What follows belongs to an exercise in optimizing a design on an open flow for small area and a short achievable clock period; a production flow would make more cautious choices.
Where RTL was checked, it was by simulation tests only, not by an equivalence proof against the original.
The RTL of runs 1 to 4 was laid out without a check of its function.
Power and IR drop assume default switching activity.

### flow/design.v
module FP32Adder2_align(
    input  wire [31:0] a,
    input  wire [31:0] b,
    output wire        l_sign,
    output wire [7:0]  l_exp1,    
    output wire        l_hid,     
    output wire [22:0] l_man,
    output wire        sub,
    output wire [23:0] t_man,     
    output wire [1:0]  t_sh,      
    output wire        t_far      
);
    assign sub = a[31] ^ b[31];
    wire [7:0] ea = a[30:23];
    wire [7:0] eb = b[30:23];
    wire [7:0] y;
    wire       c;
    sub8 ed(.x(ea), .y(eb), .d(y), .gt(c));
    wire [7:0] s  = y ^ {8{~c}};
    wire       ha = |ea;
    wire       hb = |eb;
    wire [23:0] ta = {ha, a[22:0]};
    wire [23:0] tb = {hb, b[22:0]};
    wire [23:0] t  = c ? {1'b0, tb[23:1]} : ta;
    assign t_man  = t >> {s[4:2], 2'b00};
    assign t_sh   = s[1:0];
    assign t_far  = |s[7:5];
    wire [7:0] el = c ? ea : eb;
    assign l_exp1 = el + 8'd1;
    assign l_hid  = c ? ha : hb;
    assign l_sign = c ? a[31] : b[31];
    assign l_man  = c ? a[22:0] : b[22:0];
endmodule
module sub8(
    input  wire [7:0] x,
    input  wire [7:0] y,
    output wire [7:0] d,
    output wire       gt
);
    wire [7:0] p = x ^ ~y;
    wire [7:0] g = x & ~y;
    wire [7:0] gl [0:3];
    wire [7:0] pl [0:3];
    assign gl[0] = g;
    assign pl[0] = p;
    genvar l, i;
    generate
        for (l = 0; l < 3; l = l + 1) begin : lv
            for (i = 0; i < 8; i = i + 1) begin : bt
                if ((i >> l) & 1) begin : m
                    localparam integer J = ((i >> l) << l) - 1;
                    assign gl[l+1][i] = gl[l][i] | (pl[l][i] & gl[l][J]);
                    assign pl[l+1][i] = pl[l][i] & pl[l][J];
                end else begin : t
                    assign gl[l+1][i] = gl[l][i];
                    assign pl[l+1][i] = pl[l][i];
                end
            end
        end
    endgenerate
    assign d  = p ^ {gl[3][6:0], 1'b0};
    assign gt = gl[3][7];
endmodule
module FP32Adder2(
    input  wire        l_sign,
    input  wire        l_hid,
    input  wire [22:0] l_man,
    input  wire        sub,
    input  wire [23:0] t_man,
    input  wire [1:0]  t_sh,
    input  wire        t_far,
    output wire [24:0] v,         
    output wire [4:0]  sh,        
    output wire        q,         
    output wire        sign
);
    wire [23:0] A  = {l_hid, l_man};
    wire [23:0] te = t_man >> t_sh;
    wire [23:0] B  = (t_far ? 24'd0 : te) ^ {24{sub}};
    wire [23:0] p0 = A ^ B;
    wire [23:0] g0 = A & B;
    wire [23:0] G, P;
    prefix24 pt(.g(g0), .p(p0), .G(G), .P(P));
    wire        c2  = G[23];
    wire        cin = sub & c2;
    wire        inv = sub & ~c2;
    wire [23:0] k   = {G[22:0] | (P[22:0] & {23{cin}}), cin};
    wire [23:0] r   = p0 ^ k ^ {24{inv}};
    wire        ovf = c2 & ~sub;         
    wire [31:0] x = {1'b0, r[23:12], r[11] | r[10], r[9:0], 1'b0, 7'h7f};
    wire [4:0]  lz;
    lzc32 lzc(.x(x), .n(lz), .z());
    wire [24:0] v0 = {ovf, r};
    wire [24:0] v1 = sh[4] ? {v0[8:0], 16'd0} : v0;
    assign v    = sh[3] ? {v1[16:0], 8'd0} : v1;
    assign sh   = sub ? lz : {4'd0, ~ovf};
    assign q    = sub & ~|r[23:11];
    assign sign = l_sign ^ inv;
endmodule
module FP32Adder2_norm(
    input  wire [24:0] v,
    input  wire [4:0]  sh,
    input  wire        q,
    input  wire [7:0]  l_exp1,
    input  wire        sign_in,
    output wire        sign,
    output wire [22:0] mant,
    output wire [7:0]  exp,
    output wire        ovf
);
    wire [24:0] n = v << sh[2:0];
    assign mant = {n[23] & ~q, n[22:1]};
    wire zero = sh[4] & sh[3];
    assign sign = sign_in ^ zero;
    wire [8:0] e = {l_exp1, 1'b1} + {3'b111, ~sh, ~q};
    assign exp = zero ? 8'd0 : e[8:1];
    wire [7:0] d  = l_exp1 ^ {3'd0, sh};
    wire [7:0] m;
    assign m[0] = 1'b1;
    genvar i;
    generate for (i = 1; i < 8; i = i + 1) begin : tm
        assign m[i] = &l_exp1[i-1:0];
    end endgenerate
    wire top = q ? ~|d : ~|(d ^ m);
    assign ovf = ~|l_exp1 | (~zero & top);
endmodule
module prefix24(
    input  wire [23:0] g,
    input  wire [23:0] p,
    output wire [23:0] G,
    output wire [23:0] P
);
    wire [23:0] gl [0:5];
    wire [23:0] pl [0:5];
    assign gl[0] = g;
    assign pl[0] = p;
    genvar l, i;
    generate
        for (l = 0; l < 5; l = l + 1) begin : lv
            for (i = 0; i < 24; i = i + 1) begin : bt
                if ((i >> l) & 1) begin : m
                    localparam integer J = ((i >> l) << l) - 1;
                    assign gl[l+1][i] = gl[l][i] | (pl[l][i] & gl[l][J]);
                    assign pl[l+1][i] = pl[l][i] & pl[l][J];
                end else begin : t
                    assign gl[l+1][i] = gl[l][i];
                    assign pl[l+1][i] = pl[l][i];
                end
            end
        end
    endgenerate
    assign G = gl[5];
    assign P = pl[5];
endmodule
module lzc32(
    input  wire [31:0] x,
    output wire [4:0]  n,
    output wire        z
);
    wire [15:0] a1;  wire [15:0] c1;
    wire [7:0]  a2;  wire [15:0] c2;
    wire [3:0]  a3;  wire [11:0] c3;
    wire [1:0]  a4;  wire [7:0]  c4;
    genvar i;
    generate
        for (i = 0; i < 16; i = i + 1) begin : l1
            assign a1[i] = x[2*i+1] | x[2*i];
            assign c1[i] = ~x[2*i+1];
        end
        for (i = 0; i < 8; i = i + 1) begin : l2
            assign a2[i] = a1[2*i+1] | a1[2*i];
            assign c2[2*i+1:2*i] = a1[2*i+1] ? {1'b0, c1[2*i+1]} : {1'b1, c1[2*i]};
        end
        for (i = 0; i < 4; i = i + 1) begin : l3
            assign a3[i] = a2[2*i+1] | a2[2*i];
            assign c3[3*i+2:3*i] = a2[2*i+1] ? {1'b0, c2[4*i+3:4*i+2]} : {1'b1, c2[4*i+1:4*i]};
        end
        for (i = 0; i < 2; i = i + 1) begin : l4
            assign a4[i] = a3[2*i+1] | a3[2*i];
            assign c4[4*i+3:4*i] = a3[2*i+1] ? {1'b0, c3[6*i+5:6*i+3]} : {1'b1, c3[6*i+2:6*i]};
        end
    endgenerate
    assign z = ~(a4[1] | a4[0]);
    assign n = a4[1] ? {1'b0, c4[7:4]} : {1'b1, c4[3:0]};
endmodule
module SyncFP32Adder2(
    input wire [31:0] a,
    input wire [31:0] b,
    output wire [31:0] S,
    output wire Overflow,
    input wire clk,
    input wire rst
);
    wire        l_sign_d, l_hid_d, sub_d;
    wire [7:0]  l_exp1_d;
    wire [22:0] l_man_d;
    wire [23:0] t_man_d;
    wire [1:0]  t_sh_d;
    wire        t_far_d;
    FP32Adder2_align align(
        .a(a), .b(b),
        .l_sign(l_sign_d), .l_exp1(l_exp1_d), .l_hid(l_hid_d), .l_man(l_man_d),
        .sub(sub_d), .t_man(t_man_d), .t_sh(t_sh_d), .t_far(t_far_d)
    );
    reg        l_sign_q, l_hid_q, sub_q;
    reg [7:0]  l_exp1_q;
    reg [22:0] l_man_q;
    reg [23:0] t_man_q;
    reg [1:0]  t_sh_q;
    reg        t_far_q;
    wire [24:0] v_d;
    wire [4:0]  sh_d;
    wire        q_d, sign_d;
    FP32Adder2 add(
        .l_sign(l_sign_q), .l_hid(l_hid_q), .l_man(l_man_q),
        .sub(sub_q), .t_man(t_man_q), .t_sh(t_sh_q), .t_far(t_far_q),
        .v(v_d), .sh(sh_d), .q(q_d), .sign(sign_d)
    );
    reg [24:0] v_q;
    reg [4:0]  sh_q;
    reg        q_q, sign_q;
    reg [7:0]  l_exp1_2q;
    always @(posedge clk, posedge rst) begin
        if (rst) begin
            l_sign_q  <= 1'b0;
            l_hid_q   <= 1'b0;
            sub_q     <= 1'b0;
            l_exp1_q  <= 8'd1;
            l_man_q   <= 23'd0;
            t_man_q   <= 24'd0;
            t_sh_q    <= 2'd0;
            t_far_q   <= 1'b0;
            v_q       <= 25'd0;
            sh_q      <= 5'd1;
            q_q       <= 1'b0;
            sign_q    <= 1'b0;
            l_exp1_2q <= 8'd1;
        end else begin
            l_sign_q  <= l_sign_d;
            l_hid_q   <= l_hid_d;
            sub_q     <= sub_d;
            l_exp1_q  <= l_exp1_d;
            l_man_q   <= l_man_d;
            t_man_q   <= t_man_d;
            t_sh_q    <= t_sh_d;
            t_far_q   <= t_far_d;
            v_q       <= v_d;
            sh_q      <= sh_d;
            q_q       <= q_d;
            sign_q    <= sign_d;
            l_exp1_2q <= l_exp1_q;
        end
    end
    wire [22:0] mant;
    wire [7:0]  exp;
    wire        ovf, sign;
    FP32Adder2_norm norm(
        .v(v_q), .sh(sh_q), .q(q_q), .l_exp1(l_exp1_2q), .sign_in(sign_q), .sign(sign),
        .mant(mant), .exp(exp), .ovf(ovf)
    );
    assign S = {sign, exp, mant};
    assign Overflow = ovf;
endmodule
### flow/flow/run.sh
#!/bin/bash
set -euo pipefail
export BUFFER_PORTS_ARGS="-buffer_cell sky130_fd_sc_hd__buf_2"
export ADDER_MAP_FILE=
bash standard.sh > make.log 2>&1
### flow/standard.sh
#!/bin/bash
# synth_recipe.tcl (not shown) runs the flow's synth.tcl, then flattens the netlist and writes it again
# the make line also repeats each setting of config.mk as NAME=value (left out here)
make -C /OpenROAD-flow-scripts/flow DESIGN_CONFIG=/design/flow/config.mk WORK_HOME=/design/flow/orfs CLKGATE_MAP_FILE= SYNTH_SCRIPT=/design/flow/synth_recipe.tcl "${@:-finish}"
### flow/config.mk
export PLATFORM = sky130hd
export DESIGN_NAME = SyncFP32Adder2
export DESIGN_NICKNAME = SyncFP32Adder2
export VERILOG_FILES = /design/flow/design.v
export SDC_FILE = /design/flow/constraint.sdc
export NUM_CORES = 8
export LEC_CHECK = 0
export ABC_AREA = 1
export CAP_MARGIN = 20
export CORE_MARGIN = 2
export CORE_UTILIZATION = 40
export SETUP_SLACK_MARGIN = 5
export SLEW_MARGIN = 20
### flow/constraint.sdc
create_clock -name core_clock -period 9.5 [get_ports {clk}]
set_input_delay 1.9000 -clock core_clock [delete_from_list [all_inputs] [get_ports {clk}]]
set_output_delay 1.9000 -clock core_clock [all_outputs]
set_load 0.01 [all_outputs]
==> summary.md, run 1 <==
| Metric | Value |
|---|---|
| Die H | `154 um` |
| Cell Rows | `54` |
| Share of cells above drive strength 1 | `16.0%` |
| Fillcell total | `2346` |
| Vias | `9480` |
| Cell count after synthesis | `1509` |
| Synth-to-Final Area Change | `16.8%` |
| Die ar. | `23700 um^2` |
| Max-slew violations | `0` |
| Drt total wl | `approximately 26 mm` |
| Critical path required time | `7600 ps` |
| Worst path slowest cell | `dfstp_4` |
| Initial antenna violation count | `0` |
| FF+latch count, synth | `100` |
| PortBufs | `98` |
| # diodes | `0` |
| Fmax | `0.222 GHz` |
| Cells after DPL | `between 1500 and 2000` |
| Area of the core | `21900 um^2` |
| Pwr per Cell Area | `225 nW/um^2` |
| Post-synthesis net count | `1575` |
| Number of remaining DRC errors | `0` |
| Post-DRT Antenna Nets | `0` |
| Final period utilization | `between 40% and 50%` |
| Setup TNS | `0 ps` |
| Hold_ws | `354 ps` |
| Clock Pin Slew Worst Setup and Hold Paths | `70 ps` |
| Leakage | `5.58 nW` |
| Inserted Clock Buffers | `9` |
| Commonest cells post-synth | `nand2_1, inv_1, nand3_1` |
| Vias per inst | `5.00` |
| Peak supply drop | `96.3 uV` |
| Yosys warns | `3` |
| Top-area cell type share of the netlist area | `between 20% and 30%` |
| Asr flop ratio synth | `100%` |
| Final min period | `4500 ps` |
| Distinct cells, synth | `49` |
| Cell area after placement | `between 9000 and 10000 um^2` |
| Initial DRC Count | `602` |
| Tightest Pin Transition | `~920 ps` |
| Finished Cell Area | `10500 um^2` |
| TritonRoute pass-1 iters | `5` |
| Cell with the most instances after synthesis | `nand2_1` |
| Horiz. Die Dim | `~150 um` |
| Status | `complete, no violations` |
| CP Capture Type | `primary output` |
| Critical path type | `flop to primary output` |
| Dominant cells by area after synthesis | `dfrtp_1, nand2_1, nand3_1` |
| RSZ-0062 raised after global routing | `true` |
| Most used cell, CP | `nor2_4` |
| Max cap viols | `0` |
| Remaining Overflow, GRT | `0` |
| Final Hold Vio Count | `0` |
| Max Buffers Root-to-Sink | `2` |
| Critical path, cell by cell | `nor2_4 > nor3_2 > nor2_1 > o21ai_1 > nand2_1 > inv_2 > nor2_4 > nor2_4 > inv_2 > o21ai_4 > nor2_4 > buf_6 > o21a_1 > buf_2` |
| CTS tree | `done` |
| Post-synth EDFFs | `0` |
| H-Tree Depth | `3` |
| Avg Inst Size Synth | `5.95 um^2` |
| Vias in the first global route | `8432` |
| Sink Count | `100` |
| Worst hold path type | `flop to flop` |
| WP data arrival | `2600 ps` |
| Clock skew | `around 8.1 ps` |
| Top_reg_cell synth | `dfrtp_1` |
| Fin nets | `1678` |
| Root buffer cell | `clkbuf_16` |
| Global-route wire length before repair | `between 40 and 50 mm` |
| # setup viols final | `0` |
| Largest net degree at the start of global routing | `90` |
| Reg2Reg Setup Slack | `roughly 5300 ps` |
| Gr usage total | `20.9%` |
| Routability cong. | `slightly above 0.9` |
| Initial core utilization | `41.0%` |
| Post-Synthesis Cell Area | `8970 um^2` |
| Post-Layout Cell Count | `1897` |
| Worst Path Max Fanout | `7` |
| Max-slew headroom | `38.2%` |
| Seq/Total Area, Yosys | `between 20% and 30%` |
| Area leader, netlist | `dfrtp_1` |
| IO Count | `99` |
| Worst setup SP type | `flop` |
| Worst-Skew Late Latency | `approximately 350 ps` |
| DR WL/cell | `13.9 um` |
| Max incr delay on CP | `690 ps` |
| # hold bufs at CTS | `0` |
| HPWL after detailed placement | `approximately 19 mm` |
[repair_timing]
item / in CTS / in global routing
buffers inserted: 6 / 28
gates cloned: 4 / 10
hold endpoints to repair: 0 / 0
endpoints found under the setup margin: 62 / 59
resized for setup: 29 / 47
pin swaps: 3 / 17
[cells in the final DEF, fill, tap and decap left out, types with 4 or more instances in the layout]
cell type	n
inv_1	143
o21ai_0	108
dfrtp_1	92
nand2_1	579
a21o_1	5
clkinvlp_4	10
buf_12	4
xor2_1	22
o21ai_1	23
nand4_1	25
nand2_2	16
buf_4	34
o21a_1	5
a21oi_1	29
mux2i_1	9
a21boi_0	4
buf_2	99
nand2_4	6
or2_1	4
nand3_1	138
clkbuf_16	12
nor2_4	11
xnor2_1	9
nor2_2	10
nor2_1	107
inv_2	16
nor4_1	11
a31oi_1	12
clkinvlp_2	4
nor3_1	12
[logic make-up (layout without fill, tap and decap cells)]
kind of cell           Yosys count  after routing  share of synthesized area, %
multiplexers                     9              9                          1.00
AO/OA/AOI/OAI                  208            208                          13.0
AND/OR/NAND/NOR                927            933                          44.0
flip-flops                     100            100                          27.9
buffers and inverters          232            334                          10.8
XOR/XNOR                        33             33                          3.30
[sequential cells by signal (all words and copies together), names as in the netlist]
| name | flops |
|---|---|
| t_sh_q | 2 |
| t_man_q | 24 |
| l_hid_q | 1 |
| l_man_q | 23 |
| sub_q | 1 |
| l_exp1_2q | 8 |
| t_far_q | 1 |
| q_q | 1 |
| sh_q | 5 |
| sign_q | 1 |
| l_exp1_q | 8 |
| v_q | 24 |
| l_sign_q | 1 |
[worst max-delay path: cells and delay by family, from the launching register on]
kind	cells	cell delay, ps
flip-flops	1	690
AO/OA/AOI/OAI	3	510
buffers and inverters	4	390
AND/OR/NAND/NOR	7	650
[layout make-up]
| class | instances | area, um^2 | area share (%) |
|---|---|---|---|
| Sequential cell | 100 | 2520 | 24.1 |
| Multi-Input combinational cell | 1183 | 5690 | 54.3 |
| Inverter | 171 | 688 | 6.56 |
| Clock inverter | 5 | 36.3 | 0.346 |
| Timing Repair inverter | 4 | 20.0 | 0.191 |
| Timing Repair Buffer | 143 | 940 | 8.96 |
| Clock buffer | 11 | 233 | 2.22 |
| Tap cell | 280 | 350 | 3.34 |
[final timing paths]
| check | from | cells past startpoint | to |
|---|---|---|---|
| max | sh_q[0] | 14 | S[29] |
| min | l_exp1_q[5] | 0 | l_exp1_2q[5] |
| max reg2reg | t_sh_q[1] | 26 | v_q[20] |
| min reg2reg | l_exp1_q[5] | 0 | l_exp1_2q[5] |
| max in group asynchronous | rst | 3 | t_sh_q[1] |
| min in group asynchronous | rst | 2 | l_exp1_2q[7] |
[routing by layer]
metal | GRT usage, % | part of all wire (%)
met1 | 28.0 | 46
met2 | 35.6 | 48
met3 | 2.34 | 3.8
met4 | 6.29 | 2.3
met5 | 0 | 0
[metrics by stage]
step | power (mW) | utilization [%] | worst slack (ps)
detailed placement | 1.89 | 43.6 | 3910
CTS | 2.27 | 45.6 | 5000
global placement | 1.88 | 43.6 | 3980
global route | 2.59 | 47.9 | 4840
floorplan | 1.56 | - | 5030
finish | 2.36 | 47.9 | 5000
[where the power goes]
group	switching [mW]	leakage (nW)	internal, mW
registers	0.0858	1.19	0.546
logic	0.890	4.27	0.497
clock network	0.163	0.122	0.178
==> inputs of run 2 (changes only) <==
==> flow/flow/run.sh (replaced) <==
#!/bin/bash
set -euo pipefail
export BUFFER_PORTS_ARGS="-buffer_cell sky130_fd_sc_hd__buf_2"
bash standard.sh > make.log 2>&1
==> summary.md, run 2 <==
| Metric | Value |
|---|---|
| Status | `complete, no violations` |
| Worst setup SP type | `input pin` |
| # setup viols final | `0` |
| Top-area cell type share of the netlist area | `27.6%` |
| Vias per inst | `5.11` |
| Worst slack, placed | `3780 ps` |
| CTS tree | `done` |
| DR WL/cell | `14.5 um` |
| # diodes | `0` |
| Sink Count | `100` |
| Routability cong. | `0.950` |
| Max-slew violations | `0` |
| Root buffer cell | `clkbuf_16` |
| RSZ-0062 raised after global routing | `true` |
| RR Startpoint | `t_sh_q[0]` |
| Drt total wl | `25.3 mm` |
| Critical path required time | `9730 ps` |
| Commonest cells post-synth | `nand2_1, inv_1, o21ai_0` |
| Register area | `2520 um^2` |
| Post-synthesis net count | `about 1400` |
| Seq/Total Area, Yosys | `28.5%` |
| Hold Crit Start | `l_exp1_q[7]` |
| Clock Pin Slew Worst Setup and Hold Paths | `70 ps` |
| Hold_ws | `349 ps` |
| Post-route setup slack | `5140 ps` |
| Area of the multi-input gates | `~5700 um^2` |
| Post-synth EDFFs | `0` |
| Synth-to-Final Area Change | `20.4%` |
| Share of cells above drive strength 1 | `19.8%` |
| Reg2reg end | `v_q[23]` |
| HPWL after detailed placement | `~19 mm` |
| Die H | `152 um` |
| Worst hold path type | `flop to flop` |
| Dominant cells by area after synthesis | `dfrtp_1, nand2_1, o21ai_0` |
| Worst Path Max Fanout | `21` |
| Overall power | `~2.8 mW` |
| Fillcell total | `2253` |
| Avg Inst Size Synth | `6.58 um^2` |
| Worst path slowest cell | `or3_1` |
| Cell with the most instances after synthesis | `nand2_1` |
| Cell count after synthesis | `1337` |
| Setup TNS | `0 ps` |
| Die ar. | `around 23000 um^2` |
| CP Capture Type | `flop` |
| Final Hold Vio Count | `0` |
| Clock skew | `7.62 ps` |
| Hold-critical path endpoint | `l_exp1_2q[7]` |
| Setup crit start | `b[23]` |
| # hold bufs at CTS | `0` |
| Horiz. Die Dim | `152 um` |
| Remaining Overflow, GRT | `0` |
| Tightest Pin Transition | `765 ps` |
| Number of remaining DRC errors | `0` |
| Fin nets | `1563` |
| WP data arrival | `4590 ps` |
| Global-route wire length before repair | `40.3 mm` |
| Worst-Skew Late Latency | `between 300 and 400 ps` |
| Hold Path Depth | `0` |
| Leakage | `5.42 nW` |
| Gr usage total | `between 20% and 30%` |
| Initial core utilization | `40.6%` |
| Vias | `8905` |
| H-Tree Depth | `3` |
| Reg2Reg Setup Slack | `5150 ps` |
| Asr flop ratio synth | `100%` |
| Worst path bufs/invs | `5` |
| Largest net degree at the start of global routing | `66` |
| Inserted Clock Buffers | `9` |
| Yosys warns | `3` |
| Cell Rows | `54` |
| Top_reg_cell synth | `dfrtp_1` |
| Area of the core | `21700 um^2` |
| Max Buffers Root-to-Sink | `2` |
| Critical path, cell by cell | `buf_2 > inv_1 > ha_1 > fa_2 > nand2_1 > nand2_1 > a21oi_2 > or3_4 > nand2_4 > buf_12 > clkinvlp_4 > buf_12 > nand2_1 > o21ai_0 > or3_1 > nor2_1 > nand2_1 > xor2_1` |
| TritonRoute pass-1 iters | `6` |
| Area leader, netlist | `dfrtp_1` |
| Peak supply drop | `99.8 uV` |
| Distinct cells, synth | `53` |
| Critical path type | `input pin to flop` |
| Post-DRT Antenna Nets | `0` |
| Max-slew headroom | `between 40% and 50%` |
| Most used cell, CP | `nand2_1` |
| Initial DRC Count | `approximately 590` |
| Reg2Reg Depth | `26` |
| IO Count | `99` |
| Commonest non-fill, non-tap cell in the layout | `nand2_1` |
| Most frequent cells in the layout | `nand2_1, inv_1, o21ai_0, buf_2, dfrtp_1` |
| Initial antenna violation count | `0` |
| Final period utilization | `45.9%` |
| PortBufs | `98` |
| FF+latch count, synth | `100` |
| Largest regs | `t_man_q (24), v_q (24), l_man_q (23)` |
| CP top delay family | `simple AND/OR/NAND/NOR gates` |
| Vias in the first global route | `between 8000 and 9000` |
| Fmax | `0.229 GHz` |
| Post-Synthesis Cell Area | `between 8000 and 9000 um^2` |
| Util after Layout | `approximately half` |
| Max incr delay on CP | `470 ps` |
| Final min period | `4360 ps` |
| Pwr per Cell Area | `265 nW/um^2` |
| Max cap viols | `0` |
[run 2: cell types whose count changed after synthesis, sizes merged, moves of 11 or more]
cell,previous run,this run
nand3,141,82
nor2,125,100
a21oi,32,43
xor2,22,41
ha,0,37
o22ai,2,21
o21ai,133,146
buf,32,21
nand2,603,425
[run 2: per-layer routing]
layer | part of all wire (%) | routed length [um] | track usage [%] | vias to the layer above
li1 | - | - | - | 4598
met1 | 44 | 11100 | 26.6 | 3984
met2 | 49 | 12300 | 36.4 | 263
met3 | 3.4 | 865 | 2.25 | 60
met4 | 4.0 | 1000 | 8.59 | 0
met5 | 0 | 0 | 0 | -
[run 2: through the flow]
step	std cells	instance area [um^2]
3_3_place_gp	1662	9410
4_1_cts	1702	10100
5_1_grt	1741	10600
2_1_floorplan	1337	8800
6_report	1741	10600
3_5_place_dp	1662	9410
[run 2: timing repair]
item | 4_1_cts | 5_1_grt
gates resized for setup | 39 | 65
setup endpoints to repair | 67 | 51
pin swaps | 0 | 28
setup buffers | 16 | 35
cloned | 8 | 4
[run 2: worst max path at each step]
stage	cells past startpoint	end
2_1_floorplan	27	v_q[20]
3_3_place_gp	18	t_man_q[1]
3_5_place_dp	17	t_man_q[0]
4_1_cts	10	S[30]
5_1_grt	27	v_q[16]
6_report	18	l_exp1_q[7]
[run 2: power breakdown]
group          switching, mW  internal [mW]  total (mW)
Sequential            0.0731          0.557       0.630
Combinational           1.14          0.642        1.79
Clock                  0.171          0.217       0.388
Total                   1.39           1.42        2.80
[run 2: final cells by class]
class                   instances  share of cell area (%)
repair buffers                157                    9.74
clock buffers                  10                    2.26
clock inverters                 6                   0.732
multi-input cells            1017                    53.6
well taps                     280                    3.31
flip-flops and latches        100                    23.8
inverters                     166                    6.25
repair inverters                5                   0.283
[run 2: logic make-up (layout without fill, tap and decap cells)]
family / Yosys count / count (layout) / synth area share [%]
muxes: 11 / 11 / 1.25
adders and majority gates: 41 / 41 / 6.17
and+or+nand+nor: 670 / 675 / 33.6
xor gates and xnor gates: 53 / 53 / 5.28
DFF: 100 / 100 / 28.5
AOI/OAI and AO/OA: 237 / 237 / 14.9
buffers and inverters: 225 / 344 / 10.3
==> inputs of run 3 (changes only) <==
--- a/flow/config.mk
+++ b/flow/config.mk
@@ -10,4 +10,5 @@
 export CORE_MARGIN = 2
 export CORE_UTILIZATION = 40
+export CTS_BUF_LIST = sky130_fd_sc_hd__clkbuf_8
 export SETUP_SLACK_MARGIN = 5
 export SLEW_MARGIN = 20
==> summary.md, run 3 <==
| Metric | Value |
|---|---|
| Cells after DPL | `1662` |
| Status | `complete, no violations` |
| Cell with the most instances after synthesis | `nand2_1` |
| Top-area cell type share of the netlist area | `27.6%` |
| Worst Path Max Fanout | `21` |
| Post-DRT Antenna Nets | `0` |
| Sink Count | `100` |
| Avg Inst Size Synth | `about 6.6 um^2` |
| Synth Area in Simple Gates | `33.6%` |
| RSZ-0062 raised after global routing | `true` |
| WP data arrival | `~4700 ps` |
| Seq/Total Area, Yosys | `roughly 28%` |
| Area of the core | `between 20000 and 25000 um^2` |
| Pwr per Cell Area | `259 nW/um^2` |
| Top Usage Layer GRT | `met2` |
| Routability cong. | `0.950` |
| Post-Layout Cell Count | `roughly 1700` |
| FF+latch count, synth | `100` |
| Clock Pin Slew Worst Setup and Hold Paths | `approximately 100 ps` |
| Initial core utilization | `slightly above 40%` |
| Global-route wire length before repair | `between 40 and 50 mm` |
| Cell Rows | `54` |
| Die H | `152 um` |
| Largest regs | `t_man_q (24), v_q (24), l_man_q (23)` |
| Clock skew | `9.97 ps` |
| Dominant cells by area after synthesis | `dfrtp_1, nand2_1, o21ai_0` |
| RR Startpoint | `t_sh_q[0]` |
| Asr flop ratio synth | `between 90% and 100%` |
| Max cap viols | `0` |
| Compound-gate portion of the synthesized area | `approximately 15%` |
| HPWL after detailed placement | `18.6 mm` |
| Most frequent cells in the layout | `nand2_1, inv_1, o21ai_0, buf_2, dfrtp_1` |
| Max-slew violations | `0` |
| Post-synth EDFFs | `0` |
| Max Buffers Root-to-Sink | `2` |
| Fin nets | `roughly 1600` |
| # setup viols final | `0` |
| Vias | `8892` |
| Leakage | `5.36 nW` |
| Met3 Resource Use GR | `roughly 2.2%` |
| PortBufs | `98` |
| CTS tree | `done` |
| Worst hold path type | `flop to flop` |
| Hold Crit Start | `l_exp1_q[0]` |
| IO Count | `99` |
| Synth-to-Final Area Change | `19.2%` |
| Met1 Use GR | `26.5%` |
| Fmax | `0.228 GHz` |
| H-Tree Depth | `3` |
| Largest net degree at the start of global routing | `66` |
| Gr usage total | `20.9%` |
| Setup TNS | `0 ps` |
| Remaining Overflow, GRT | `0` |
| Final min period | `about 4400 ps` |
| Largest family of logic cells by synthesized area | `simple AND/OR/NAND/NOR gates` |
| Cell count after synthesis | `1337` |
| Commonest non-fill, non-tap cell in the layout | `nand2_1` |
| Critical path type | `input pin to flop` |
| Worst-Skew Late Latency | `390 ps` |
| Yosys warns | `3` |
| Top_reg_cell synth | `dfrtp_1` |
| Root buffer cell | `clkbuf_8` |
| Peak supply drop | `89.5 uV` |
| Final period utilization | `46.2%` |
| Max-slew headroom | `48.9%` |
| Initial antenna violation count | `0` |
| GRT met2 Usage | `36.1%` |
| Horiz. Die Dim | `152 um` |
| Post-Synthesis Cell Area | `8790 um^2` |
| Distinct cells, synth | `53` |
| Inserted Clock Buffers | `9` |
| Synth Area in Adders | `6.17%` |
| Overall power | `2.71 mW` |
| Initial DRC Count | `about 500` |
| Die ar. | `23200 um^2` |
| Xor/xnor share of the synthesized area | `5.28%` |
| Post-synthesis mux area share | `1.25%` |
| DR WL/cell | `14.4 um` |
| Final Hold Vio Count | `0` |
| Post-synthesis net count | `1444` |
| Worst setup SP type | `input pin` |
| Number of remaining DRC errors | `0` |
| CP Capture Type | `flop` |
| TritonRoute pass-1 iters | `5` |
| Area leader, netlist | `dfrtp_1` |
| Vias in the first global route | `8194` |
| Share of cells above drive strength 1 | `19.2%` |
| Critical path required time | `9770 ps` |
| # diodes | `0` |
| Drt total wl | `roughly 25 mm` |
| Vias per inst | `5.11` |
| Tightest Pin Transition | `~760 ps` |
| Commonest cells post-synth | `nand2_1, inv_1, o21ai_0` |
| Setup crit start | `b[23]` |
-- run 3: cell counts after synthesis --
Identical to the previous run, type by type.
-- run 3: layer usage --
layer,wire (um),vias to the layer above
met3,914,55
met2,12200,249
li1,-,4584
met1,11000,4004
met5,0,-
met4,962,0
-- run 3: cell type report --
class | instances | area, um^2
clock buffers | 10 | 138
clock inverters | 6 | 77.6
multi-input cells | 1015 | 5670
repair inverters | 6 | 35.0
fillers | 2251 | 11200
well taps | 280 | 350
repair buffers | 156 | 1030
flip-flops and latches | 100 | 2520
inverters | 166 | 659
-- run 3: cell families (layout without fill, tap and decap cells) --
group | count (synthesis) | in the layout
simple gates | 670 | 673
mux | 11 | 11
flops | 100 | 100
compound gates | 237 | 237
fa+ha+maj | 41 | 41
xor+xnor | 53 | 53
buf+inv | 225 | 344
-- run 3: repair_timing --
item                                    CTS  global route
pin swaps                                 1            21
endpoints found under the setup margin   68            52
resized for setup                        40            62
hold buffers                              0             0
setup buffers                            18            32
gates cloned                              7             4
-- run 3: through the flow --
stage / utilization [%] / instance area [um^2] / setup WS [ps] / hold slack (ps)
2_1_floorplan: - / 8800 / 5030 / 331
3_3_place_gp: 43.4 / 9410 / 3850 / 333
3_5_place_dp: 43.4 / 9410 / 3780 / 339
4_1_cts: 46.0 / 9980 / 5000 / 349
5_1_grt: 48.3 / 10500 / 4920 / 368
6_report: 48.3 / 10500 / 5110 / 355
-- run 3: worst max-delay path, stage by stage --
cell        delay (ps)
buf_2              100
inv_1               40
ha_1               180
fa_1               400
nand2_1             90
nand2_1             60
a21oi_2            180
or3_4              160
nand2_4             50
buf_12             170
clkinvlp_4         120
buf_12             150
o21ai_0            240
or3_1              480
nor2_1             100
nand2_1             60
xor2_1             150
-- run 3: worst paths after layout --
check	depth (start not counted)	endpoint	slack (ps)
worst max register to register	24	v_q[19]	5200
worst min register to register	0	l_exp1_2q[0]	360
worst min-delay path	0	l_exp1_2q[0]	360
worst max-delay path	17	l_exp1_q[7]	5110
max in group asynchronous	3	t_sh_q[0]	6630
min in group asynchronous	2	sign_q	1620
-- run 3: power by group --
group | total [mW] | switching [mW] | internal, mW
clock network | 0.295 | 0.160 | 0.134
logic | 1.79 | 1.14 | 0.648
registers | 0.631 | 0.0747 | 0.556
==> inputs of run 4 (changes only) <==
--- a/flow/config.mk
+++ b/flow/config.mk
@@ -9,6 +9,6 @@
 export CAP_MARGIN = 20
 export CORE_MARGIN = 2
-export CORE_UTILIZATION = 40
-export CTS_BUF_LIST = sky130_fd_sc_hd__clkbuf_8
+export CORE_UTILIZATION = 55
+export PLACE_DENSITY = 0.8
 export SETUP_SLACK_MARGIN = 5
 export SLEW_MARGIN = 20
==> summary.md, run 4 <==
| Metric | Value |
|---|---|
| Status | `complete, no violations` |
| Share of cells above drive strength 1 | `18.9%` |
| Critical path type | `flop to primary output` |
| Worst Path Max Fanout | `13` |
| Avg Inst Size Synth | `6.58 um^2` |
| Worst hold path type | `flop to flop` |
| Fmax | `0.230 GHz` |
| Cell count after synthesis | `1337` |
| Horiz. Die Dim | `130 um` |
| Pwr per Cell Area | `264 nW/um^2` |
| Critical path, cell by cell | `clkinvlp_4 > ha_1 > xor2_1 > a2111oi_1 > o2111ai_1 > nand2_1 > nand2_1 > nand2_1 > buf_2` |
| Asr flop ratio synth | `100%` |
| HPWL after detailed placement | `16.8 mm` |
| Die H | `130 um` |
| Routability cong. | `0.963` |
| Initial DRC Count | `511` |
| RSZ-0062 raised after global routing | `true` |
| Dominant cells by area after synthesis | `dfrtp_1, nand2_1, o21ai_0` |
| Global-route wire length before repair | `around 36 mm` |
| Hold_ws | `approximately 350 ps` |
| Die ar. | `17000 um^2` |
| Post-Synthesis Cell Area | `8790 um^2` |
| Max cap viols | `0` |
| WP data arrival | `2450 ps` |
| Worst path bufs/invs | `2` |
| Area leader, netlist | `dfrtp_1` |
| Vias per inst | `about 5.4` |
| Cell with the most instances after synthesis | `nand2_1` |
| Post-synth EDFFs | `0` |
| # setup viols final | `0` |
| Max Buffers Root-to-Sink | `2` |
| Synth-to-Final Area Change | `18.3%` |
| Distinct cells, synth | `53` |
| FF+latch count, synth | `100` |
| Root buffer cell | `clkbuf_16` |
| # diodes | `0` |
| Largest regs | `t_man_q (24), v_q (24), l_man_q (23)` |
| Drt total wl | `23.4 mm` |
| DR WL/cell | `14.0 um` |
| Area of the core | `about 16000 um^2` |
| Seq/Total Area, Yosys | `28.5%` |
| Number of remaining DRC errors | `0` |
| Worst setup SP type | `flop` |
| Worst-Skew Late Latency | `350 ps` |
| CTS tree | `done` |
| Most used cell, CP | `nand2_1` |
| Gr usage total | `between 20% and 30%` |
| CP top delay family | `flip-flops` |
| Util after Layout | `~66%` |
| Remaining Overflow, GRT | `0` |
| Commonest non-fill, non-tap cell in the layout | `nand2_1` |
| Max incr delay on CP | `540 ps` |
| Clock Pin Slew Worst Setup and Hold Paths | `approximately 70 ps` |
| Clock skew | `about 12 ps` |
| Peak supply drop | `144 uV` |
| Tightest Pin Transition | `768 ps` |
| Final period utilization | `between 40% and 50%` |
| Vias in the first global route | `around 7700` |
| Inserted Clock Buffers | `9` |
| Leakage | `5.34 nW` |
| Worst slack, placed | `3850 ps` |
| Critical path required time | `7600 ps` |
| Top-area cell type share of the netlist area | `27.6%` |
| Most frequent cells in the layout | `nand2_1, inv_1, o21ai_0, buf_2, dfrtp_1` |
| Top_reg_cell synth | `dfrtp_1` |
| H-Tree Depth | `3` |
| Post-DRT Antenna Nets | `0` |
| Yosys warns | `3` |
| Cell Rows | `46` |
| Initial antenna violation count | `0` |
| Initial core utilization | `55.8%` |
| Final Hold Vio Count | `0` |
| Post-synthesis net count | `1444` |
| Worst path slowest cell | `dfrtp_4` |
| Post-route setup slack | `a little over 5000 ps` |
| Largest net degree at the start of global routing | `70` |
| Final min period | `about 4400 ps` |
| Commonest cells post-synth | `nand2_1, inv_1, o21ai_0` |
| TritonRoute pass-1 iters | `5` |
| Max-slew violations | `0` |
| Vias | `slightly below 9000` |
| Setup TNS | `0 ps` |
| CP Capture Type | `primary output` |
| Max-slew headroom | `between 40% and 50%` |
| Sink Count | `100` |
| Fin nets | `about 1600` |
| PortBufs | `98` |
| IO Count | `99` |
==> run 4: per-stage QoR <==
| step | area, um^2 | total power, mW | cells |
|---|---|---|---|
| global placement | 9320 | 2.16 | 1596 |
| detailed placement | 9320 | 2.19 | 1596 |
| CTS | 9880 | 2.61 | 1633 |
| floorplan | 8800 | 1.80 | 1337 |
| global route | 10400 | 3.01 | 1668 |
| finish | 10400 | 2.75 | 1668 |
==> run 4: worst reg2reg max path, cell delays in order (launching register included) <==
cell	delay, ps
dfrtp_4	550
buf_4	210
o21ai_1	210
o22ai_1	110
xor2_1	160
ha_1	410
nand2_2	110
nor2_4	170
nand2_2	100
nor2_2	130
nand2_4	80
nand2_8	110
nand2_8	110
nand3_4	210
nand2_1	130
nand2_1	80
nand3_1	80
nand2_2	110
nand2_1	120
nor2_4	180
nand3_4	170
nor2_8	200
buf_6	200
nand2_8	90
nand2_1	100
nand2_1	60
==> run 4: cells by family after synthesis <==
logic type | after synthesis | synth area share (%)
AO/OA/AOI/OAI | 237 | 14.9
XOR/XNOR | 53 | 5.28
adder cells (fa/ha/maj) | 41 | 6.17
buffers and inverters | 225 | 10.3
flip-flops | 100 | 28.5
multiplexers | 11 | 1.25
AND/OR/NAND/NOR | 670 | 33.6
==> run 4: repair_timing <==
| item | in CTS | in global routing |
|---|---|---|
| cloned | 8 | 5 |
| resized for setup | 40 | 66 |
| hold buffers | 0 | 0 |
| pin swaps | 2 | 18 |
| setup buffers | 13 | 30 |
| setup endpoints to repair | 64 | 58 |
==> run 4: layer usage <==
layer  routed length [um]  global-route usage [%]  part of all wire (%)  vias up
met1                 9830                    33.4                    42     4012
li1                     -                       -                     -     4568
met4                  817                    9.51                   3.5        0
met5                    0                       0                     0        -
met3                 1110                    2.81                   4.7       56
met2                11600                    48.8                    50      300
==> run 4: final timing paths <==
path                             startpoint      endpoint  slack (ps)  depth (start not counted)
worst max-delay path                sh_q[2]      Overflow        5150                          9
worst min-delay path            l_exp1_q[4]  l_exp1_2q[4]         350                          0
worst max register to register    t_sh_q[0]        v_q[9]        5190                         25
worst min register to register  l_exp1_q[4]  l_exp1_2q[4]         350                          0
max in group asynchronous               rst     t_sh_q[0]        6610                          3
min in group asynchronous               rst  l_exp1_2q[2]        1650                          2
==> run 4: where the power goes <==
part	total, mW	switching (mW)	internal [mW]
combinational	1.75	1.11	0.637
clock	0.356	0.166	0.190
sequential	0.640	0.0830	0.557
==> run 4: layout make-up <==
| cell class | instances | area, um^2 |
|---|---|---|
| multi-input combinational | 1017 | 5690 |
| fill | 1420 | 5370 |
| sequential | 100 | 2520 |
| timing repair buffer | 146 | 920 |
| inverter | 166 | 668 |
| tap | 216 | 270 |
| clock buffer | 10 | 239 |
| clock inverter | 6 | 55.1 |
| timing repair inverter | 7 | 42.5 |
==> inputs of run 5 (changes only) <==
--- a/flow/design.v
+++ b/flow/design.v
@@ -4,10 +4,8 @@
     output wire        l_sign,
     output wire [7:0]  l_exp1,    
-    output wire        l_hid,     
-    output wire [22:0] l_man,
+    output wire [23:0] l_manx,    
     output wire        sub,
     output wire [23:0] t_man,     
-    output wire [1:0]  t_sh,      
-    output wire        t_far      
+    output wire [1:0]  t_sh       
 );
     assign sub = a[31] ^ b[31];
@@ -18,4 +16,6 @@
     sub8 ed(.x(ea), .y(eb), .d(y), .gt(c));
     wire [7:0] s  = y ^ {8{~c}};
+    wire       far = |s[7:5];                   
+    wire [2:0] sc  = s[4:2] | {3{far}};
     wire       ha = |ea;
     wire       hb = |eb;
@@ -23,12 +23,10 @@
     wire [23:0] tb = {hb, b[22:0]};
     wire [23:0] t  = c ? {1'b0, tb[23:1]} : ta;
-    assign t_man  = t >> {s[4:2], 2'b00};
+    assign t_man  = t >> {sc, 2'b00};
     assign t_sh   = s[1:0];
-    assign t_far  = |s[7:5];
     wire [7:0] el = c ? ea : eb;
     assign l_exp1 = el + 8'd1;
-    assign l_hid  = c ? ha : hb;
+    assign l_manx = (c ? ta : tb) ^ {24{sub}};
     assign l_sign = c ? a[31] : b[31];
-    assign l_man  = c ? a[22:0] : b[22:0];
 endmodule
 module sub8(
@@ -64,10 +62,8 @@
 module FP32Adder2(
     input  wire        l_sign,
-    input  wire        l_hid,
-    input  wire [22:0] l_man,
+    input  wire [23:0] l_manx,
     input  wire        sub,
     input  wire [23:0] t_man,
     input  wire [1:0]  t_sh,
-    input  wire        t_far,
     output wire [24:0] v,         
     output wire [4:0]  sh,        
@@ -75,17 +71,15 @@
     output wire        sign
 );
-    wire [23:0] A  = {l_hid, l_man};
-    wire [23:0] te = t_man >> t_sh;
-    wire [23:0] B  = (t_far ? 24'd0 : te) ^ {24{sub}};
-    wire [23:0] p0 = A ^ B;
-    wire [23:0] g0 = A & B;
+    wire [23:0] B  = t_man >> t_sh;
+    wire [23:0] p0 = l_manx ^ B;
+    wire [23:0] g0 = l_manx & B;
     wire [23:0] G, P;
     prefix24 pt(.g(g0), .p(p0), .G(G), .P(P));
-    wire        c2  = G[23];
-    wire        cin = sub & c2;
-    wire        inv = sub & ~c2;
-    wire [23:0] k   = {G[22:0] | (P[22:0] & {23{cin}}), cin};
-    wire [23:0] r   = p0 ^ k ^ {24{inv}};
-    wire        ovf = c2 & ~sub;         
+    wire        co = G[23];              
+    wire [23:0] m;
+    assign m[0] = sub;
+    assign m[23:1] = sub ? (co ? G[22:0] | P[22:0] : ~G[22:0]) : G[22:0];
+    wire [23:0] r   = p0 ^ m;
+    wire        ovf = co & ~sub;         
     wire [31:0] x = {1'b0, r[23:12], r[11] | r[10], r[9:0], 1'b0, 7'h7f};
     wire [4:0]  lz;
@@ -96,5 +90,5 @@
     assign sh   = sub ? lz : {4'd0, ~ovf};
     assign q    = sub & ~|r[23:11];
-    assign sign = l_sign ^ inv;
+    assign sign = l_sign ^ (sub & co);
 endmodule
 module FP32Adder2_norm(
@@ -103,6 +97,4 @@
     input  wire        q,
     input  wire [7:0]  l_exp1,
-    input  wire        sign_in,
-    output wire        sign,
     output wire [22:0] mant,
     output wire [7:0]  exp,
@@ -112,5 +104,4 @@
     assign mant = {n[23] & ~q, n[22:1]};
     wire zero = sh[4] & sh[3];
-    assign sign = sign_in ^ zero;
     wire [8:0] e = {l_exp1, 1'b1} + {3'b111, ~sh, ~q};
     assign exp = zero ? 8'd0 : e[8:1];
@@ -192,27 +183,25 @@
     input wire rst
 );
-    wire        l_sign_d, l_hid_d, sub_d;
+    wire        l_sign_d, sub_d;
     wire [7:0]  l_exp1_d;
-    wire [22:0] l_man_d;
+    wire [23:0] l_manx_d;
     wire [23:0] t_man_d;
     wire [1:0]  t_sh_d;
-    wire        t_far_d;
     FP32Adder2_align align(
         .a(a), .b(b),
-        .l_sign(l_sign_d), .l_exp1(l_exp1_d), .l_hid(l_hid_d), .l_man(l_man_d),
-        .sub(sub_d), .t_man(t_man_d), .t_sh(t_sh_d), .t_far(t_far_d)
+        .l_sign(l_sign_d), .l_exp1(l_exp1_d), .l_manx(l_manx_d),
+        .sub(sub_d), .t_man(t_man_d), .t_sh(t_sh_d)
     );
-    reg        l_sign_q, l_hid_q, sub_q;
+    reg        l_sign_q, sub_q;
     reg [7:0]  l_exp1_q;
-    reg [22:0] l_man_q;
+    reg [23:0] l_manx_q;
     reg [23:0] t_man_q;
     reg [1:0]  t_sh_q;
-    reg        t_far_q;
     wire [24:0] v_d;
     wire [4:0]  sh_d;
     wire        q_d, sign_d;
     FP32Adder2 add(
-        .l_sign(l_sign_q), .l_hid(l_hid_q), .l_man(l_man_q),
-        .sub(sub_q), .t_man(t_man_q), .t_sh(t_sh_q), .t_far(t_far_q),
+        .l_sign(l_sign_q), .l_manx(l_manx_q),
+        .sub(sub_q), .t_man(t_man_q), .t_sh(t_sh_q),
         .v(v_d), .sh(sh_d), .q(q_d), .sign(sign_d)
     );
@@ -224,11 +213,9 @@
         if (rst) begin
             l_sign_q  <= 1'b0;
-            l_hid_q   <= 1'b0;
             sub_q     <= 1'b0;
             l_exp1_q  <= 8'd1;
-            l_man_q   <= 23'd0;
+            l_manx_q  <= 24'd0;
             t_man_q   <= 24'd0;
             t_sh_q    <= 2'd0;
-            t_far_q   <= 1'b0;
             v_q       <= 25'd0;
             sh_q      <= 5'd1;
@@ -238,11 +225,9 @@
         end else begin
             l_sign_q  <= l_sign_d;
-            l_hid_q   <= l_hid_d;
             sub_q     <= sub_d;
             l_exp1_q  <= l_exp1_d;
-            l_man_q   <= l_man_d;
+            l_manx_q  <= l_manx_d;
             t_man_q   <= t_man_d;
             t_sh_q    <= t_sh_d;
-            t_far_q   <= t_far_d;
             v_q       <= v_d;
             sh_q      <= sh_d;
@@ -254,10 +239,10 @@
     wire [22:0] mant;
     wire [7:0]  exp;
-    wire        ovf, sign;
+    wire        ovf;
     FP32Adder2_norm norm(
-        .v(v_q), .sh(sh_q), .q(q_q), .l_exp1(l_exp1_2q), .sign_in(sign_q), .sign(sign),
+        .v(v_q), .sh(sh_q), .q(q_q), .l_exp1(l_exp1_2q),
         .mant(mant), .exp(exp), .ovf(ovf)
     );
-    assign S = {sign, exp, mant};
+    assign S = {sign_q, exp, mant};
     assign Overflow = ovf;
 endmodule
--- a/flow/config.mk
+++ b/flow/config.mk
@@ -9,6 +9,5 @@
 export CAP_MARGIN = 20
 export CORE_MARGIN = 2
-export CORE_UTILIZATION = 55
-export PLACE_DENSITY = 0.8
+export CORE_UTILIZATION = 40
 export SETUP_SLACK_MARGIN = 5
 export SLEW_MARGIN = 20
==> summary.md, run 5 <==
| Metric | Value |
|---|---|
| Status | `complete, no violations` |
| Global-route wire length before repair | `38.6 mm` |
| Clock skew | `10.3 ps` |
| TritonRoute pass-1 iters | `6` |
| Peak supply drop | `83.1 uV` |
| Number of remaining DRC errors | `0` |
| Worst setup SP type | `flop` |
| Largest net degree at the start of global routing | `between 80 and 90` |
| Die H | `152 um` |
| Cell with the most instances after synthesis | `nand2_1` |
| Largest regs | `l_manx_q (24), t_man_q (24), v_q (24)` |
| Setup TNS | `0 ps` |
| Fmax | `0.224 GHz` |
| Synth-to-Final Area Change | `16.5%` |
| Dominant cells by area after synthesis | `dfrtp_1, nand2_1, o21ai_0` |
| Routability cong. | `approximately 0.91` |
| Final period utilization | `a little under half` |
| Share of cells above drive strength 1 | `17.6%` |
| Die ar. | `23200 um^2` |
| Top-area cell type share of the netlist area | `27.3%` |
| Initial antenna violation count | `0` |
| Vias in the first global route | `7884` |
| PortBufs | `98` |
| Cell count after synthesis | `roughly 1400` |
| Post-synth EDFFs | `0` |
| Max Buffers Root-to-Sink | `2` |
| CP Capture Type | `primary output` |
| Max-slew headroom | `37.3%` |
| Leakage | `~5.4 nW` |
| Critical path type | `flop to primary output` |
| Post-DRT Antenna Nets | `0` |
| Fin nets | `1559` |
| Vias per inst | `4.95` |
| H-Tree Depth | `3` |
| Util after Layout | `47.2%` |
| Initial core utilization | `40.5%` |
| Distinct cells, synth | `51` |
| Yosys warns | `3` |
| # setup viols final | `0` |
| IO Count | `99` |
| Worst hold path type | `flop to flop` |
| Initial DRC Count | `between 400 and 500` |
| Gr usage total | `roughly a fifth` |
| Clock Pin Slew Worst Setup and Hold Paths | `~70 ps` |
| Seq/Total Area, Yosys | `28.2%` |
| Most used cell, CP | `nand2_1` |
| Max-slew violations | `0` |
| Inserted Clock Buffers | `9` |
| Critical path required time | `7600 ps` |
| DR WL/cell | `13.6 um` |
| Worst-Skew Late Latency | `360 ps` |
| Area leader, netlist | `dfrtp_1` |
| Vias | `8589` |
| FF+latch count, synth | `between 90 and 100` |
| Sink Count | `99` |
| Cell Rows | `54` |
| Top_reg_cell synth | `dfrtp_1` |
| Critical path, cell by cell | `clkinvlp_4 > ha_4 > nand2_2 > o21ai_2 > nand2_1 > inv_2 > nor2_2 > o21bai_1 > nand2_1 > buf_4 > a21oi_1 > nor3_1 > buf_2` |
| Most frequent cells in the layout | `nand2_1, o21ai_0, inv_1, buf_2, dfrtp_1` |
| Root buffer cell | `clkbuf_16` |
| Post-synthesis net count | `around 1500` |
| Post-Synthesis Cell Area | `8810 um^2` |
| Drt total wl | `23.7 mm` |
| Pwr per Cell Area | `223 nW/um^2` |
| Tightest Pin Transition | `940 ps` |
| Final min period | `4460 ps` |
| Commonest non-fill, non-tap cell in the layout | `nand2_1` |
| # diodes | `0` |
| Commonest cells post-synth | `nand2_1, inv_1, o21ai_0` |
| Area of the core | `21800 um^2` |
| Asr flop ratio synth | `100%` |
| Max cap viols | `0` |
| RSZ-0062 raised after global routing | `true` |
| Avg Inst Size Synth | `6.49 um^2` |
| Worst path slowest cell | `dfstp_4` |
| Horiz. Die Dim | `152 um` |
| WP data arrival | `between 2000 and 3000 ps` |
| Worst Path Max Fanout | `3` |
| Max incr delay on CP | `650 ps` |
| HPWL after detailed placement | `roughly 18 mm` |
| Final Hold Vio Count | `0` |
| Remaining Overflow, GRT | `0` |
| CTS tree | `done` |
[run 5: cell types whose count changed after synthesis, moves of 8 or more]
cell and delta:
mux2i_1 +17, nand4_1 -17, o22ai_1 -19, o21ai_1 +8
nand2_1 +68, nand3_1 -8, inv_1 -18, nor2_1 -16
[run 5: logic make-up after synthesis]
| group | Yosys count | synth area share, % |
|---|---|---|
| and+or+nand+nor | 700 | 34.1 |
| AOI/OAI and AO/OA | 232 | 14.2 |
| buffers and inverters | 212 | 9.66 |
| DFF | 99 | 28.2 |
| xor gates and xnor gates | 44 | 4.37 |
| adders and majority gates | 42 | 6.30 |
| muxes | 28 | 3.18 |
[run 5: worst paths after layout]
check	from	endpoint	slack (ps)	cells past startpoint
min	l_exp1_q[5]	l_exp1_2q[5]	350	0
min reg2reg	l_exp1_q[5]	l_exp1_2q[5]	350	0
max	sh_q[0]	S[29]	5040	13
min in group asynchronous	rst	l_exp1_2q[5]	1450	2
max in group asynchronous	rst	sh_q[1]	7050	3
max reg2reg	t_sh_q[0]	v_q[17]	5350	27
[run 5: metal layers]
metal | global-route usage [%] | up-vias | part of all wire, %
met5 | 0 | - | 0
met4 | 5.47 | 0 | 2.0
met3 | 2.45 | 32 | 3.5
met2 | 34.7 | 188 | 48
met1 | 26.4 | 3825 | 46
li1 | - | 4544 | -
[run 5: repair_timing]
action	4_1_cts	5_1_grt
hold endpoints to repair	0	0
hold buffers	0	0
pin swaps	0	12
buffers inserted	10	19
gates cloned	7	3
resized for setup	28	44
endpoints found under the setup margin	81	58
[run 5: where the power goes]
group | total [mW] | switching [mW] | internal, mW
logic | 1.34 | 0.850 | 0.487
registers | 0.597 | 0.0704 | 0.526
clock network | 0.353 | 0.164 | 0.188
total | 2.29 | 1.08 | 1.20
[run 5: per-stage QoR]
stage / setup WS (ps) / power [mW] / hold slack (ps) / cell area, um^2 / std cells
6_report: 5040 / 2.29 / 348 / 10300 / 1736
5_1_grt: 4910 / 2.50 / 357 / 10300 / 1736
4_1_cts: 5010 / 2.22 / 351 / 9910 / 1714
3_5_place_dp: 3670 / 1.82 / 335 / 9420 / 1681
3_3_place_gp: 3790 / 1.81 / 336 / 9420 / 1681
2_1_floorplan: 5010 / 1.49 / 331 / 8810 / 1357
[run 5: layout make-up]
class | instances | area, um^2
clock buffer | 11 | 243
multi-input combinational | 1049 | 5660
timing repair buffer | 131 | 782
clock inverter | 5 | 45.0
timing repair inverter | 7 | 42.5
tap | 280 | 350
inverter | 154 | 638
sequential | 99 | 2500
fill | 2306 | 11500
[run 5: worst max-delay path: cells and delay by family, from the launching register on]
family / cells / cell delay, ps
buffers and inverters: 4 / 470
AOI/OAI and AO/OA: 3 / 460
DFF: 1 / 650
and+or+nand+nor: 5 / 350
adders and majority gates: 1 / 290
==> inputs of run 6 (changes only) <==
==> flow/flow/run.sh (replaced) <==
#!/bin/bash
set -euo pipefail
export BUFFER_PORTS_ARGS="-buffer_cell sky130_fd_sc_hd__buf_1"
bash standard.sh > make.log 2>&1
--- a/flow/config.mk
+++ b/flow/config.mk
@@ -9,5 +9,7 @@
 export CAP_MARGIN = 20
 export CORE_MARGIN = 2
-export CORE_UTILIZATION = 40
+export CORE_UTILIZATION = 55
+export CTS_BUF_LIST = sky130_fd_sc_hd__clkbuf_8
+export PLACE_DENSITY = 0.8
 export SETUP_SLACK_MARGIN = 5
 export SLEW_MARGIN = 20
==> summary.md, run 6 <==
| Metric | Value |
|---|---|
| DR WL/cell | `around 13 um` |
| Die H | `131 um` |
| Commonest non-fill, non-tap cell in the layout | `nand2_1` |
| Cell Rows | `46` |
| Post-DRT Antenna Nets | `0` |
| WP data arrival | `4630 ps` |
| Finished Cell Area | `9870 um^2` |
| Top_reg_cell synth | `dfrtp_1` |
| Largest net degree at the start of global routing | `75` |
| Final Hold Vio Count | `0` |
| CP Capture Type | `flop` |
| HPWL after detailed placement | `around 16 mm` |
| Met3 Resource Use GR | `2.69%` |
| Vias per inst | `roughly 5.2` |
| Status | `complete, no violations` |
| Reg2Reg Setup Slack | `between 5000 and 6000 ps` |
| Critical path type | `input pin to flop` |
| Critical path required time | `9780 ps` |
| Cell with the most instances after synthesis | `nand2_1` |
| Initial core utilization | `55.9%` |
| Synth-to-Final Area Change | `12.0%` |
| Clock Pin Slew Worst Setup and Hold Paths | `90 ps` |
| Remaining Overflow, GRT | `0` |
| RSZ-0062 raised after global routing | `false` |
| Cell area after placement | `slightly above 9000 um^2` |
| Worst path slowest cell | `fa_1` |
| Most frequent cells in the layout | `nand2_1, o21ai_0, inv_1, buf_1, dfrtp_1` |
| Critical path, cell by cell | `buf_1 > inv_1 > ha_1 > fa_1 > nand3_1 > nand2_1 > fa_1 > xnor2_2 > nand4_1 > nand2_4 > nand2_8 > clkinvlp_4 > nand2_1 > nand2_1 > nand2_1 > o21ai_0` |
| Cell count after synthesis | `between 1000 and 1500` |
| Setup TNS | `0 ps` |
| PortBufs | `98` |
| Internal | `1.08 mW` |
| Share of cells above drive strength 1 | `around a tenth` |
| Max-slew violations | `0` |
| Area of the core | `15800 um^2` |
| Post-Synthesis Cell Area | `8810 um^2` |
| Root buffer cell | `clkbuf_8` |
| Horiz. Die Dim | `between 100 and 150 um` |
| Met1 Use GR | `31.1%` |
| CTS tree | `done` |
| Leakage | `5.01 nW` |
| H-Tree Depth | `3` |
| Seq/Total Area, Yosys | `between 20% and 30%` |
| Sw Ratio | `49.2%` |
| Final min period | `around 4400 ps` |
| FF+latch count, synth | `99` |
| # diodes | `0` |
| Vias in the first global route | `a little under 8000` |
| Avg Inst Size Synth | `6.49 um^2` |
| Area leader, netlist | `dfrtp_1` |
| Gr usage total | `approximately 25%` |
| Global-route wire length before repair | `34.7 mm` |
| Inserted Clock Buffers | `9` |
| Sequential cell fraction of total power | `27.7%` |
| Worst path bufs/invs | `3` |
| Sink Count | `99` |
| Distinct cells, synth | `51` |
| Initial DRC Count | `440` |
| Commonest cells post-synth | `nand2_1, inv_1, o21ai_0` |
| Die ar. | `17100 um^2` |
| Post-synthesis net count | `approximately 1500` |
| Tightest Pin Transition | `817 ps` |
| Sw Pwr | `1.05 mW` |
| Fmax | `~0.23 GHz` |
| Max cap viols | `0` |
| Max incr delay on CP | `430 ps` |
| Peak supply drop | `around 100 uV` |
| Pwr per Cell Area | `216 nW/um^2` |
| Vias | `8705` |
| # setup viols final | `0` |
| Most used cell, CP | `nand2_1` |
| Largest regs | `l_manx_q (24), t_man_q (24), v_q (24)` |
| Asr flop ratio synth | `100%` |
| Clock skew | `approximately 12 ps` |
| Worst Path Max Fanout | `11` |
| Worst-Skew Late Latency | `370 ps` |
| Yosys warns | `3` |
| # hold bufs at CTS | `0` |
| Gate power share | `about three fifths` |
| Fin nets | `about 1600` |
| TritonRoute pass-1 iters | `5` |
| Post-synth EDFFs | `0` |
| Clock power share | `12.4%` |
| CP top delay family | `adder cells` |
| Routability cong. | `0.945` |
| Worst setup SP type | `input pin` |
| Top-area cell type share of the netlist area | `27.3%` |
| Top Usage Layer GRT | `met2` |
| Number of remaining DRC errors | `0` |
| Worst hold path type | `flop to flop` |
| Drt total wl | `21.9 mm` |
| IO Count | `99` |
| Max-slew headroom | `a little under half` |
| Max Buffers Root-to-Sink | `2` |
| Final period utilization | `45.9%` |
| GRT met2 Usage | `45.3%` |
| Initial antenna violation count | `0` |
| Dominant cells by area after synthesis | `dfrtp_1, nand2_1, o21ai_0` |
-- run 6: cell types whose count changed in the layout (fill, tap and decap cells not counted), moves of 4 or more --
cell / delta
buf_2: -98
buf_1: +97
clkbuf_16: -9
clkbuf_8: +8
buf_4: -5
nand2_2: -4
nand2_4: +4
-- run 6: layout make-up --
type	count	area (um^2)
Fill cell	1472	5900
Multi-Input combinational cell	1051	5660
Sequential cell	99	2500
Inverter	154	629
Timing Repair Buffer	123	581
Tap cell	216	270
Clock buffer	9	124
Clock inverter	6	65.1
Timing Repair inverter	8	50.0
-- run 6: repair_timing --
action	4_1_cts	5_1_grt
gates cloned	6	7
setup buffers	6	15
setup endpoints to repair	80	58
pin swaps	0	7
gates resized for setup	26	31
endpoints found under the hold margin	0	0
-- run 6: path summary, 6_finish.rpt --
| check | startpoint | end | cells past startpoint |
|---|---|---|---|
| setup / recovery | b[23] | t_man_q[2] | 16 |
| hold / removal | l_exp1_q[3] | l_exp1_2q[3] | 0 |
| setup reg to reg | t_sh_q[0] | v_q[16] | 30 |
| hold reg to reg | l_exp1_q[3] | l_exp1_2q[3] | 0 |
| max in group asynchronous | rst | t_sh_q[1] | 3 |
| min in group asynchronous | rst | l_exp1_2q[7] | 2 |
-- run 6: metal layers --
metal	part of all wire, %	wire [um]
met1	42	9300
met2	50	10900
met3	4.3	943
met4	3.8	831
met5	0	0
-- run 6: cells by family after synthesis --
| family | synth area share [%] |
|---|---|
| simple gates | 34.1 |
| compound gates | 14.2 |
| buf+inv | 9.66 |
| flops | 28.2 |
| xor+xnor | 4.37 |
| fa+ha+maj | 6.30 |
| mux | 3.18 |
-- run 6: power by group through the flow --
stage          Combinational [mW]  Clock (mW)  Sequential, mW
2_1_floorplan               0.931           0           0.563
3_3_place_gp                 1.14           0           0.608
3_5_place_dp                 1.16           0           0.613
4_1_cts                      1.20       0.269           0.596
5_1_grt                      1.45       0.284           0.602
6_report                     1.28       0.265           0.589
-- run 6: metrics by stage --
stage               util [%]  worst slack [ps]  hold slack (ps)  cells  total power [mW]
floorplan                  -              5010              331   1357              1.49
global placement        58.4              3360              336   1617              1.75
detailed placement      58.4              3270              337   1617              1.77
CTS                     60.7              4990              358   1644              2.07
global route            62.6              4990              380   1666              2.34
finish                  62.6              5140              352   1666              2.13
==> inputs of run 7 (changes only) <==
==> flow/flow/run.sh (replaced) <==
#!/bin/bash
set -euo pipefail
export BUFFER_PORTS_ARGS="-buffer_cell sky130_fd_sc_hd__buf_2"
bash standard.sh > make.log 2>&1
==> summary.md, run 7 <==
| Metric | Value |
|---|---|
| Status | `complete, no violations` |
| Routability cong. | `between 0.9 and 1` |
| Die H | `~130 um` |
| Commonest cells post-synth | `nand2_1, inv_1, o21ai_0` |
| Top-area cell type share of the netlist area | `27.3%` |
| Max-slew headroom | `40.0%` |
| RSZ-0062 raised after global routing | `true` |
| Reg2Reg Depth | `28` |
| H-Tree Depth | `3` |
| IO Count | `99` |
| HPWL after detailed placement | `17.0 mm` |
| Worst hold path type | `flop to flop` |
| Post-synth EDFFs | `0` |
| Max incr delay on CP | `between 600 and 700 ps` |
| Max-slew violations | `0` |
| Clock skew | `about 16 ps` |
| Post-DRT Antenna Nets | `0` |
| Setup TNS | `0 ps` |
| Number of remaining DRC errors | `0` |
| WP data arrival | `2390 ps` |
| Cell with the most instances after synthesis | `nand2_1` |
| Fmax | `0.233 GHz` |
| Synth-to-Final Area Change | `14.5%` |
| Inserted Clock Buffers | `9` |
| CP Capture Type | `primary output` |
| Clock Pin Slew Worst Setup and Hold Paths | `90 ps` |
| Area of the core | `between 15000 and 20000 um^2` |
| Initial antenna violation count | `0` |
| Drt total wl | `between 20 and 25 mm` |
| Die ar. | `approximately 17000 um^2` |
| Tightest Pin Transition | `900 ps` |
| Reg2reg end | `v_q[16]` |
| # diodes | `0` |
| Critical path, cell by cell | `clkinvlp_4 > ha_4 > nand2_1 > o21ai_2 > nand2_1 > inv_1 > nor2_1 > o21bai_1 > nand2_1 > inv_2 > nor4_1 > nor3_1 > buf_2` |
| Fin nets | `1560` |
| Horiz. Die Dim | `131 um` |
| DR WL/cell | `around 14 um` |
| Final Hold Vio Count | `0` |
| Remaining Overflow, GRT | `0` |
| Vias per inst | `5.34` |
| Avg Inst Size Synth | `6.49 um^2` |
| Commonest non-fill, non-tap cell in the layout | `nand2_1` |
| Leakage | `5.34 nW` |
| Initial DRC Count | `551` |
| Worst Path Max Fanout | `3` |
| Share of cells above drive strength 1 | `between 15 and 20%` |
| Hold_ws | `365 ps` |
| Critical path type | `flop to primary output` |
| Vias in the first global route | `7891` |
| Overall power | `2.20 mW` |
| RR Startpoint | `t_sh_q[0]` |
| Most frequent cells in the layout | `nand2_1, o21ai_0, inv_1, buf_2, dfrtp_1` |
| Worst-Skew Late Latency | `380 ps` |
| Distinct cells, synth | `between 50 and 60` |
| Asr flop ratio synth | `100%` |
| Top_reg_cell synth | `dfrtp_1` |
| Seq/Total Area, Yosys | `between 20% and 30%` |
| Setup crit start | `sh_q[0]` |
| Max cap viols | `0` |
| Yosys warns | `3` |
| Sink Count | `99` |
| Util after Layout | `64.0%` |
| Critical path required time | `between 7000 and 8000 ps` |
| Post-synthesis net count | `1465` |
| FF+latch count, synth | `99` |
| Largest regs | `l_manx_q (24), t_man_q (24), v_q (24)` |
| Worst path slowest cell | `dfstp_4` |
| Max Buffers Root-to-Sink | `2` |
| Peak supply drop | `105 uV` |
| Largest net degree at the start of global routing | `61` |
| Root buffer cell | `clkbuf_8` |
| TritonRoute pass-1 iters | `5` |
| Final min period | `4290 ps` |
| Reg2Reg Setup Slack | `5300 ps` |
| Worst setup endpoint | `S[29]` |
| Pwr per Cell Area | `218 nW/um^2` |
| Worst setup SP type | `flop` |
| Vias | `~8900` |
| # hold bufs at CTS | `0` |
| Dominant cells by area after synthesis | `dfrtp_1, nand2_1, o21ai_0` |
| Most used cell, CP | `nand2_1` |
| Post-Synthesis Cell Area | `about 8800 um^2` |
| PortBufs | `between 90 and 100` |
| Gr usage total | `26.8%` |
| Cell Rows | `46` |
| CTS tree | `done` |
| # setup viols final | `0` |
| Cell count after synthesis | `roughly 1400` |
| Global-route wire length before repair | `36.3 mm` |
| Final period utilization | `45.1%` |
| Initial core utilization | `55.9%` |
| Area leader, netlist | `dfrtp_1` |
[run 7: cell counts after synthesis]
No cell type changed its count.
[run 7: logic make-up after synthesis]
family                     Yosys count  share of synthesized area (%)
and+or+nand+nor                    700                           34.1
buffers and inverters              212                           9.66
adders and majority gates           42                           6.30
DFF                                 99                           28.2
muxes                               28                           3.18
xor gates and xnor gates            44                           4.37
AOI/OAI and AO/OA                  232                           14.2
[run 7: worst min-delay path by stage]
stage,startpoint,endpoint,depth (start not counted)
final,l_exp1_q[2],l_exp1_2q[2],0
after detailed placement,l_exp1_q[2],l_exp1_2q[2],0
after global routing,l_exp1_q[0],l_exp1_2q[0],0
after floorplan,l_exp1_q[1],l_exp1_2q[1],0
after CTS,l_exp1_q[2],l_exp1_2q[2],0
after global placement,l_exp1_q[2],l_exp1_2q[2],0
[run 7: area by class of cell]
cell class / count / area (um^2)
Timing Repair Buffer: 130 / 777
Multi-Input combinational cell: 1051 / 5670
Timing Repair inverter: 7 / 45.0
Clock buffer: 9 / 124
Sequential cell: 99 / 2500
Clock inverter: 7 / 93.8
Inverter: 154 / 617
Fill cell: 1477 / 5680
Tap cell: 216 / 270
[run 7: critical path: cells and delay by family (launching register included)]
family | cells | cell delay, ps
flops | 1 | 630
simple gates | 6 | 410
compound gates | 2 | 300
fa+ha+maj | 1 | 280
buf+inv | 4 | 390
[run 7: timing repair]
item | CTS | global route
resized for setup | 30 | 26
cloned | 8 | 5
setup buffers | 9 | 18
setup endpoints to repair | 68 | 55
pin swaps | 2 | 6
[run 7: routing by layer]
| metal | global-route usage, % | vias up | wire length (um) |
|---|---|---|---|
| met5 | 0 | - | 0 |
| met4 | 13.1 | 0 | 1040 |
| met3 | 3.05 | 65 | 1240 |
| met2 | 48.5 | 338 | 11500 |
| met1 | 31.7 | 3988 | 9330 |
| li1 | - | 4540 | - |
[run 7: through the flow]
stage	area (um^2)	cells	setup WS, ps
5_1_grt	10100	1673	5000
3_3_place_gp	9340	1617	3790
3_5_place_dp	9340	1617	3660
2_1_floorplan	8810	1357	5010
6_report	10100	1673	5210
4_1_cts	9790	1650	4990
[run 7: where the power goes]
| part | switching, mW | internal, mW |
|---|---|---|
| Combinational | 0.846 | 0.472 |
| Clock | 0.147 | 0.148 |
| Sequential | 0.0653 | 0.525 |
| Total | 1.06 | 1.15 |

## static timing again, ports no longer ideal
No port has a modelled driver above. Below, the same layouts with a new extraction and two added sets of constraints. Step 1, drivers: a clkbuf_16 drives clk and a buf_2 each remaining input, both assumed. Step 2 times the ports against the registers' clock, not the clock port: input delays grow and output delays shrink by t, the midpoint of the rising clock arrivals with the driver on. Three values: ideal ports, drivers, drivers and shift; two values: the first two.
| run | t, ns | setup slack, ns |
|---|---|---|
| run 1 | 0.394 | 5.000 / 4.957 / 4.829 |
| run 2 | 0.396 | 5.138 / 5.123 / 4.765 |
| run 3 | 0.428 | 5.109 / 5.081 / 4.697 |
| run 4 | 0.387 | 5.145 / 5.107 / 4.797 |
| run 5 | 0.394 | 5.040 / 4.997 / 4.782 |
| run 6 | 0.398 | 5.142 / 5.154 / 4.756 |
| run 7 | 0.406 | 5.215 / 5.181 / 4.827 |
After both steps every run listed still meets setup and hold.
